From an optimization exercise on the open Yosys and OpenROAD flow, aimed at small area, a short achievable clock period and few clock cycles per item; shortcuts taken in it are not production practice.
The RTL was checked by simulation tests, not by an equivalence proof against the original design.

==> flow/design.v (outline; a module is shown in full before it is edited, if it fits) <==
// module arctan: 3180 lines
// module arctan_fa: 4 lines
// module arctan_ha: 4 lines
// module arctan_top: 29 lines
module arctan_top(
	input             clk,
	input             rst,
	input             in_valid,
	output            in_ready,
	input      [31:0] inx,
	input      [31:0] iny,
	output reg        out_valid,
	output reg [31:0] out
);
  // ...
==> flow/flow/run.sh <==
#!/bin/bash
# The standard layout (standard.sh), with plain buf_2 cells as the port
# buffers instead of the delay buffer the resizer picks by default.
# make's full output goes to flow_make.log; ORFS keeps each step's log under orfs/logs/.
set -euo pipefail
BUFFER_PORTS_ARGS="-buffer_cell sky130_fd_sc_hd__buf_2" bash standard.sh finish > flow_make.log 2>&1
==> flow/standard.sh <==
#!/bin/bash
# synth_recipe.tcl (not shown) runs the flow's synth.tcl, then flattens the netlist and writes it again
# the make line also repeats each setting of config.mk as NAME=value (left out here)
make -C /OpenROAD-flow-scripts/flow DESIGN_CONFIG=/design/flow/config.mk WORK_HOME=/design/flow/orfs CLKGATE_MAP_FILE= SYNTH_SCRIPT=/design/flow/synth_recipe.tcl "${@:-finish}"
==> flow/config.mk <==
export PLATFORM = sky130hd
export DESIGN_NAME = arctan_top
export DESIGN_NICKNAME = arctan_top
export VERILOG_FILES = /design/flow/design.v
export SDC_FILE = /design/flow/constraint.sdc
export NUM_CORES = 4
export LEC_CHECK = 0
export CAP_MARGIN = 20
export CORE_MARGIN = 2
export CORE_UTILIZATION = 40
export CTS_BUF_LIST = sky130_fd_sc_hd__clkbuf_8
export CTS_CLUSTER_DIAMETER = 84
export CTS_CLUSTER_SIZE = 14
export SLEW_MARGIN = 20
export SYNTH_HIERARCHICAL = 1
export SYNTH_MINIMUM_KEEP_SIZE = 0
==> flow/constraint.sdc <==
create_clock -name core_clock -period 200.0 [get_ports {clk}]
set_input_delay 40.0000 -clock core_clock [delete_from_list [all_inputs] [get_ports {clk}]]
set_output_delay 40.0000 -clock core_clock [all_outputs]
set_load 0.01 [all_outputs]
==> results.cfg, run 1 <==
[yosys]
yosys_warnings = 8
ys_ff_latch = 502
synthAdderAreaFrac_pct = 57.0
ys_types = 59
synthTopCellsByArea = fa_1, dfxtp_1, xnor2_1
synth_top_family_by_area = adder cells
synth-async-reset-ratio_pct = 0

[finish]
multi_input_area_share_pct = 69.4
clock_buffers = 45
dominant_cells = multi-input gates
inv_count = 390
reg.largest.list = u_arctan.rx_0 (34), u_arctan.rx_1 (34), u_arctan.rx_2 (34)
final_nets = 4931
multi_input_gates = 2398
final_cell_count_no_fill = 4982

[clock_tree]
cts-root-buf = clkbuf_8

[setup_path]
crit_path_end_kind = output port
crit_cells = 1

[drt]
wl_met1_mm = 37.7
dr_wl_met3_mm = 2.73
highest_layer = met5

[global_route]
grt_util_met2_pct = 28.0
grtUsageMet1_pct = 21.4
use_met3_pct = 1.80

[sta]
max_slew.worst_pin.slew_ns = 1.01
period_needed_ns = 41.12

[floorplan]
die_w_um = 341
pin_count = 101

[flow_run]
cap_viol_max_count = 0

[placement]
pre_cts_slack_ns = 159.07

[outcome]
status = timing/DRC/antenna clean
Testbench counts, summed over its fixed seeds: cycles 3,264, items 3,200.
==> inputs of run 2 (changes only) <==
==> flow/flow/run.sh (replaced) <==
#!/bin/bash
# The standard layout (standard.sh), with plain buf_1 cells as the port
# buffers instead of the delay buffer the resizer picks by default.
# make's full output goes to flow_make.log; ORFS keeps each step's log under orfs/logs/.
set -euo pipefail
BUFFER_PORTS_ARGS="-buffer_cell sky130_fd_sc_hd__buf_1" bash standard.sh finish > flow_make.log 2>&1
==> results.cfg, run 2 <==
[yosys]
ys_seq_area_share_pct = 22.1
yosys_warnings = 8
synthTopCellsByCount = fa_1, dfxtp_1, xnor2_1
ys_types = 59
ys_ff_latch = 502
synthCells = 3347
synthFlopType = dfxtp_1
netlist_area_mm2 = 0.0455
synthTopCellsByArea = fa_1, dfxtp_1, xnor2_1
synth_top_area_share_pct = 49.5
synth_edf_count = 0
synth.most_common_cell = fa_1
syn_avg_cell_area_um2 = 13.6
synth_top_area_cell = fa_1
synth-async-reset-ratio_pct = 0

[setup_path]
crit_slowest_cell = dfxtp_1
path_cells = buf_1
cp_max_fo = 1
required_ns = 160.00
critPathBufInv = 1
worstSetupPathType = flip-flop to output port
critPathLaunchType = flip-flop
critPathArrivalTime_ns = 1.16
crit_path_end_kind = output port
slowest_delay_ns = 0.34
reg2reg_from = u_arctan.rx_2[9]$_DFF_P_
critPathTopFamily = flip-flops
cp-startpoint = out[30]$_DFF_P_

[flow_run]
cap_viol_max_count = 0

[drt]
drt-wirelength-per-cell_um = 17.1
dr.pass1.iters = 5
drt-total-wl_mm = 85.3
ant_nets = 0
drt_iter0_drc = 846
viasPerCell = 4.57
via_count = 22800
drc = 0

[floorplan]
row_count = 123
fp.dieH_um = 341
pin_count = 101
initial_core_util_pct = 40.3
die_w_um = 341
core_mm2 = 0.113
die_area_mm2 = 0.116

[global_route]
grt_usage_pct = 15.9
grt_pass1_vias = 26700
grt_pass1_wl_mm = 144
use_met3_pct = 1.74
grt_max_degree = 35
antenna_found_initial = 3
grt_overflow = 0
grtUsageMet1_pct = 21.4
grt_util_met2_pct = 27.7
top_usage_layer = met2

[finish]
reg.largest.list = u_arctan.rx_0 (34), u_arctan.rx_1 (34), u_arctan.rx_2 (34)
final_cell_count_no_fill = 4985
final_cell_mix = fa_1, dfxtp_1, xnor2_1
utilization_pct = 43.2
final_cell_area_mm2 = 0.0487
area_growth_pct = 7.04
final_common_cell = fa_1
final_nets = 4933
drive_gt1_share_pct = 3.85

[sta]
period_needed_ns = 41.16
finalHoldViolCount = 0
max_slew.worst_pin.slew_ns = 0.994
drv_slew = 0
slew_headroom_pct = 33.8
rsz0062_at_grt = false
period_share_pct = 20.6
finClkSkew_ns = 0.0668
fin_setup_tns_ns = 0
timing.fmax_mhz = 24.3
setup_viol = 0

[placement]
port_buffers = 99
dp.cells = 4921
hpwlAfterDp_mm = 76.5
place.gp.congestion = 0.888
placed_area_mm2 = 0.0478

[clock_tree]
clkLatencyLatePin_ns = 0.70
cts_buffers = 45
cts-root-buf = clkbuf_8
clkSinkCount = 502
cts.repair.resized = 0
tritoncts = done
htree_num_levels = 2
post_cts_buffers = 0
ctsHoldBuffers = 0
ctsLongestPathBuffers = 3
clk_pin_slew_ns = 0.09

[outcome]
status = timing/DRC/antenna clean

[min_path]
hp-class = flip-flop to flip-flop
hp-start = u_arctan.rd_4[9]$_DFF_P_
[run 2: cell counts after synthesis]
No cell type changed its count.
[run 2: worst paths after layout]
kind                              end  cells after the start  slack, ns
max reg2reg     u_arctan.rf_3$_DFF_P_                    109     159.09
max                           out[30]                      1     158.84
min          u_arctan.rd_5[9]$_DFF_P_                      0       0.30
min reg2reg  u_arctan.rd_5[9]$_DFF_P_                      0       0.30
[run 2: final cells by class]
class	count	area, µm²
Fill cell	10500	64000
Timing Repair Buffer	131	612
Inverter	390	1460
Multi-Input combinational cell	2398	33800
Sequential cell	502	10100
Tap cell	1500	1880
Clock inverter	13	150
Clock buffer	48	661
Antenna cell	3	7.51
[run 2: logic make-up (layout without fill, tap and decap cells)]
| family | after synthesis | after routing | synth area share [%] |
|---|---|---|---|
| compound gates | 113 | 113 | 1.57 |
| xor+xnor | 666 | 666 | 13.0 |
| fa+ha+maj | 1398 | 1398 | 57.0 |
| buf+inv | 459 | 582 | 3.85 |
| flops | 502 | 502 | 22.1 |
| mux | 4 | 4 | 0.121 |
| other cells | 2 | 17 | 0.0165 |
| simple gates | 203 | 203 | 2.32 |
[run 2: per-layer routing]
| metal | up-vias | routed length, µm |
|---|---|---|
| li1 | 10400 | - |
| met1 | 12000 | 37900 |
| met2 | 288 | 43100 |
| met3 | 93 | 2460 |
| met4 | 0 | 1810 |
| met5 | - | 0 |
[run 2: stage by stage]
stage | hold WS [ns] | worst slack (ns)
after floorplan | 0.310 | 158.05
after global placement | 0.310 | 159.54
after detailed placement | 0.312 | 159.12
after CTS | 0.288 | 158.77
after global routing | 0.308 | 157.62
final | 0.300 | 158.84
[run 2: per-module statistics from Yosys, one instance, submodules excluded]
module | cells | flip-flops and latches
arctan_fa | 1 | 0
arctan | 1857 | 398
arctan_top | 114 | 104
arctan_ha | 1 | 0
[run 2: worst reg2reg max path, delay by kind of cell (launching register included)]
family	cells	cell delay, ns
flops	1	0.35
compound gates	1	0.10
simple gates	2	0.15
xor+xnor	8	1.30
fa+ha+maj	94	37.38
buf+inv	4	1.47
==> inputs of run 3 (changes only) <==
--- a/flow/config.mk
+++ b/flow/config.mk
@@ -10,5 +10,5 @@
 export CORE_UTILIZATION = 40
 export CTS_BUF_LIST = sky130_fd_sc_hd__clkbuf_8
-export CTS_CLUSTER_DIAMETER = 84
+export CTS_CLUSTER_DIAMETER = 60
 export CTS_CLUSTER_SIZE = 14
 export SLEW_MARGIN = 20
==> results.cfg, run 3 <==
[finish]
final_common_cell = fa_1
drive_gt1_share_pct = 4.37
reg.largest.list = u_arctan.rx_0 (34), u_arctan.rx_1 (34), u_arctan.rx_2 (34)
final_cell_mix = fa_1, dfxtp_1, xnor2_1
area_growth_pct = 7.51
final_nets = 4939
nFillCells = 10500

[global_route]
grt_usage_pct = 15.9
grtUsageMet1_pct = 21.3
grt_max_degree = 35
antenna_found_initial = 3
grt_pass1_vias = 26700
grt_util_met2_pct = 27.6
grt_overflow = 0
use_met3_pct = 1.83
top_usage_layer = met2
grt_pass1_wl_mm = 144

[flow_run]
cap_viol_max_count = 0

[yosys]
synth_top_area_share_pct = 49.5
netlist_area_mm2 = 0.0455
synthCells = 3347
synthTopCellsByCount = fa_1, dfxtp_1, xnor2_1
synth_top_area_cell = fa_1
yosys_warnings = 8
ys_types = 59
ys_seq_area_share_pct = 22.1
synth.most_common_cell = fa_1
ys_ff_latch = 502
syn_avg_cell_area_um2 = 13.6
synth-async-reset-ratio_pct = 0
synthFlopType = dfxtp_1
synthTopCellsByArea = fa_1, dfxtp_1, xnor2_1
synth_edf_count = 0

[clock_tree]
ctsHoldBuffers = 0
post_cts_buffers = 0
htree_num_levels = 2
cts.repair.resized = 0
tritoncts = done
cts_buffers = 51
clk_pin_slew_ns = 0.08
clkSinkCount = 502
cts-root-buf = clkbuf_8
clkLatencyLatePin_ns = 0.72
ctsLongestPathBuffers = 3

[setup_path]
critPathLaunchType = flip-flop
path_cells = buf_1
crit_slowest_cell = dfxtp_1
worstSetupPathType = flip-flop to output port
critPathBufInv = 1
reg2reg_from = u_arctan.rx_2[9]$_DFF_P_
slowest_delay_ns = 0.33
r2r_slack_ns = 159.08
critPathTopFamily = flip-flops
regToRegEndpoint = u_arctan.rf_3$_DFF_P_
critPathArrivalTime_ns = 1.19
cp_max_fo = 1
reg2reg_depth = 109
required_ns = 160.00
crit_path_end_kind = output port

[sta]
finClkSkew_ns = 0.0765
whs_ns = 0.320
max_slew.worst_pin.slew_ns = 1.00
period_needed_ns = 41.19
drv_slew = 0
slew_headroom_pct = 33.2
finalHoldViolCount = 0
fin_setup_tns_ns = 0
timing.fmax_mhz = 24.3
period_share_pct = 20.6
rsz0062_at_grt = false
setup_viol = 0

[placement]
place.gp.congestion = 0.888
hpwlAfterDp_mm = 76.5
port_buffers = 99

[outcome]
status = timing/DRC/antenna clean

[drt]
drc = 0
viasPerCell = 4.56
drt-wirelength-per-cell_um = 17.0
drt-total-wl_mm = 85.2
via_count = 22800
dr.pass1.iters = 5
drt_iter0_drc = 803
ant_nets = 0

[floorplan]
die_w_um = 341
initial_core_util_pct = 40.3
die_area_mm2 = 0.116
core_mm2 = 0.113
pin_count = 101
row_count = 123
fp.dieH_um = 341

[min_path]
hp-class = flip-flop to flip-flop
worstHoldPathCells = 0
hold_end = u_arctan.rd_5[9]$_DFF_P_
hp-start = u_arctan.rd_4[9]$_DFF_P_
## run 3: per-stage QoR
stage	cells	utilization (%)	worst slack, ns	instance area (µm²)
final	5001	43.4	158.81	48900
after global routing	5001	43.4	157.57	48900
after CTS	5000	43.4	158.69	48900
after detailed placement	4921	42.5	159.12	47800
after global placement	4921	42.5	159.54	47800
after floorplan	3359	-	158.05	45500
## run 3: cell type report
class                   instances  area [µm²]  share of cell area [%]
multi-input cells            2398       33800                    69.2
clock buffers                  55         757                    1.55
flip-flops and latches        502       10100                    20.6
clock inverters                24         273                   0.558
inverters                     390        1460                    3.00
repair buffers                131         612                    1.25
well taps                    1500        1880                    3.84
diodes                          1        2.50                 0.00512
## run 3: per-layer routing
| layer | vias up | part of all wire (%) |
|---|---|---|
| li1 | 10400 | - |
| met1 | 12000 | 44 |
| met2 | 269 | 51 |
| met3 | 94 | 2.9 |
| met4 | 0 | 2.1 |
| met5 | - | 0 |
## run 3: worst max-delay path by stage
stage                     slack [ns]                         to  cells after the start                     start
final                         158.81                    out[30]                      1           out[30]$_DFF_P_
after CTS                     158.69                    out[30]                      1           out[30]$_DFF_P_
after detailed placement      159.12      u_arctan.rf_3$_DFF_P_                    109  u_arctan.rx_2[9]$_DFF_P_
after floorplan               158.05  u_arctan.rv_4[17]$_DFF_P_                    111     u_arctan.ra_3$_DFF_P_
after global placement        159.54       out_valid$_SDFF_PP0_                      2                       rst
after global routing          157.57      u_arctan.rf_3$_DFF_P_                    109  u_arctan.rx_2[9]$_DFF_P_
## run 3: cells by family after synthesis
family / count (synthesis) / synth area share (%)
DFF: 502 / 22.1
xor gates and xnor gates: 666 / 13.0
AOI/OAI and AO/OA: 113 / 1.57
other: 2 / 0.0165
adders and majority gates: 1398 / 57.0
buffers and inverters: 459 / 3.85
and+or+nand+nor: 203 / 2.32
muxes: 4 / 0.121
## run 3: per-module statistics from Yosys (local to each module, per instance)
| module | area (µm²) | flops+latches | copies in the design | cells inside |
|---|---|---|---|---|
| arctan_ha | 12.5 | 0 | 252 | 1 |
| arctan_top | 2140 | 104 | 1 | 114 |
| arctan | 17700 | 398 | 1 | 1857 |
| arctan_fa | 20.0 | 0 | 1124 | 1 |
==> inputs of run 4 (changes only) <==
--- a/flow/config.mk
+++ b/flow/config.mk
@@ -10,6 +10,6 @@
 export CORE_UTILIZATION = 40
 export CTS_BUF_LIST = sky130_fd_sc_hd__clkbuf_8
-export CTS_CLUSTER_DIAMETER = 60
-export CTS_CLUSTER_SIZE = 14
+export CTS_CLUSTER_DIAMETER = 84
+export CTS_CLUSTER_SIZE = 12
 export SLEW_MARGIN = 20
 export SYNTH_HIERARCHICAL = 1
==> results.cfg, run 4 <==
[outcome]
status = timing/DRC/antenna clean

[sta]
finClkSkew_ns = 0.0491
finalHoldViolCount = 0
period_share_pct = 20.6
timing.fmax_mhz = 24.3
slew_headroom_pct = 33.2
drv_slew = 0
period_needed_ns = 41.17
fin_setup_tns_ns = 0
whs_ns = 0.308
rsz0062_at_grt = false
max_slew.worst_pin.slew_ns = 1.00
worst_slack_ns = 158.83
setup_viol = 0

[drt]
viasPerCell = 4.57
drt_iter0_drc = 779
dr.pass1.iters = 4
drt-wirelength-per-cell_um = 17.1
ant_nets = 0
drt-total-wl_mm = 85.3
via_count = 22800
drc = 0

[yosys]
synth_top_area_share_pct = 49.5
synthTopCellsByArea = fa_1, dfxtp_1, xnor2_1
synth_edf_count = 0
synthCells = 3347
netlist_area_mm2 = 0.0455
synth.most_common_cell = fa_1
synth-async-reset-ratio_pct = 0
synthFlopType = dfxtp_1
syn_avg_cell_area_um2 = 13.6
synth_top_area_cell = fa_1
ys_ff_latch = 502
ys_seq_area_share_pct = 22.1
synthTopCellsByCount = fa_1, dfxtp_1, xnor2_1
yosys_warnings = 8
ys_types = 59

[placement]
port_buffers = 99
hpwlAfterDp_mm = 76.5
pre_cts_slack_ns = 159.12
placed_area_mm2 = 0.0478
place.gp.congestion = 0.888
dp.cells = 4921

[clock_tree]
htree_num_levels = 2
cts.repair.resized = 0
cts_buffers = 50
ctsHoldBuffers = 0
tritoncts = done
clkLatencyLatePin_ns = 0.69
clkSinkCount = 502
cts-root-buf = clkbuf_8
post_cts_buffers = 0
clk_pin_slew_ns = 0.08
ctsLongestPathBuffers = 3

[floorplan]
initial_core_util_pct = 40.3
core_mm2 = 0.113
die_area_mm2 = 0.116
die_w_um = 341
row_count = 123
fp.dieH_um = 341
pin_count = 101

[min_path]
hold_end = u_arctan.rd_4[1]$_DFF_P_
worstHoldPathCells = 0
hp-class = flip-flop to flip-flop
hp-start = u_arctan.rd_3[1]$_DFF_P_

[setup_path]
slowest_delay_ns = 0.34
path_cells = buf_1
reg2reg_from = u_arctan.ru_2[0]$_DFF_P_
regToRegEndpoint = u_arctan.rf_3$_DFF_P_
worstSetupPathType = flip-flop to output port
r2r_slack_ns = 159.13
critPathArrivalTime_ns = 1.17
critPathTopFamily = flip-flops
cp_max_fo = 1
critPathLaunchType = flip-flop
crit_path_end_kind = output port
required_ns = 160.00
critPathBufInv = 1
reg2reg_depth = 109
crit_slowest_cell = dfxtp_1

[finish]
final_common_cell = fa_1
final_cell_area_mm2 = 0.0487
utilization_pct = 43.2
reg.largest.list = u_arctan.rx_0 (34), u_arctan.rx_1 (34), u_arctan.rx_2 (34)
nFillCells = 10500
final_nets = 4938
final_cell_count_no_fill = 4986
area_growth_pct = 7.07
drive_gt1_share_pct = 3.90
final_cell_mix = fa_1, dfxtp_1, xnor2_1

[global_route]
grt_pass1_wl_mm = 144
grt_usage_pct = 15.9
grt_overflow = 0
antenna_found_initial = 3
grt_max_degree = 35
grt_pass1_vias = 26700

[flow_run]
cap_viol_max_count = 0
## run 4: cell counts after synthesis
No cell type changed its count.
## run 4: Yosys stat by module, one instance, submodules excluded
module | times used | flops+latches
arctan_fa | 1124 | 0
arctan_top | 1 | 104
arctan_ha | 252 | 0
arctan | 1 | 398
## run 4: worst reg2reg max path, delay by kind of cell (launching register included)
family,cells,cell delay [ns]
buffers and inverters,4,1.47
AO/OA/AOI/OAI,1,0.10
AND/OR/NAND/NOR,2,0.15
adder cells (fa/ha/maj),94,37.40
flip-flops,1,0.32
XOR/XNOR,8,1.28
## run 4: metal layers
layer	GRT usage, %	share of wire [%]	vias up
li1	-	-	10400
met1	21.4	44	12100
met2	27.7	51	267
met3	1.72	2.8	92
met4	3.53	2.1	0
met5	0	0	-
## run 4: cells by family after synthesis
kind of cell / count (synthesis) / share of synthesized area, %
buffers and inverters: 459 / 3.85
other: 2 / 0.0165
xor gates and xnor gates: 666 / 13.0
DFF: 502 / 22.1
AOI/OAI and AO/OA: 113 / 1.57
muxes: 4 / 0.121
adders and majority gates: 1398 / 57.0
and+or+nand+nor: 203 / 2.32
## run 4: cell type report
class | count | area [µm²] | share of cell area, %
antenna | 2 | 5.00 | 0.0103
clock buffer | 53 | 729 | 1.50
clock inverter | 10 | 101 | 0.208
inverter | 390 | 1460 | 3.01
multi-input combinational | 2398 | 33800 | 69.5
sequential | 502 | 10100 | 20.7
tap | 1500 | 1880 | 3.86
timing repair buffer | 131 | 612 | 1.26
## run 4: worst max path at each step
| stage | slack (ns) | from | depth (start not counted) | end |
|---|---|---|---|---|
| 4_1_cts | 158.74 | out[26]$_DFF_P_ | 1 | out[26] |
| 2_1_floorplan | 158.05 | u_arctan.ra_3$_DFF_P_ | 111 | u_arctan.rv_4[17]$_DFF_P_ |
| 3_3_place_gp | 159.54 | rst | 2 | out_valid$_SDFF_PP0_ |
| 5_1_grt | 157.65 | u_arctan.ru_2[0]$_DFF_P_ | 109 | u_arctan.rf_3$_DFF_P_ |
| 6_report | 158.83 | out[30]$_DFF_P_ | 1 | out[30] |
| 3_5_place_dp | 159.12 | u_arctan.rx_2[9]$_DFF_P_ | 109 | u_arctan.rf_3$_DFF_P_ |

## port drivers added, routing unchanged
Ports are ideal in the flow. The routed layouts listed here were re-timed in OpenROAD.
Step 1: set_driving_cell puts a clkbuf_16 on clk and a buf_2 on each other input, an assumption about the parent block.
Step 2, shift: input delay + t, output delay - t, t = (earliest + latest rising clock arrival at the registers) / 2. This alone moves slack from input paths to output paths.
Three values: ideal ports, drivers, drivers and shift; two values: the first two.
run	t (ns)	slack for setup (ns)	hold WS [ns]	worst slew at a driven data input, ns	pins driven straight from the clock port
run 1	0.726	158.883 / 158.818 / 159.052	0.314 / 0.314 / 0.314	0.04	1
run 2	0.736	158.841 / 158.772 / 159.089	0.300 / 0.300 / 0.300	0.03	1
run 3	0.745	158.809 / 158.743 / 159.081	0.320 / 0.320 / 0.320	0.03	1
run 4	0.744	158.832 / 158.763 / 159.130	0.308 / 0.308 / 0.308	0.04	1
After both steps setup and hold are still met in every run listed.
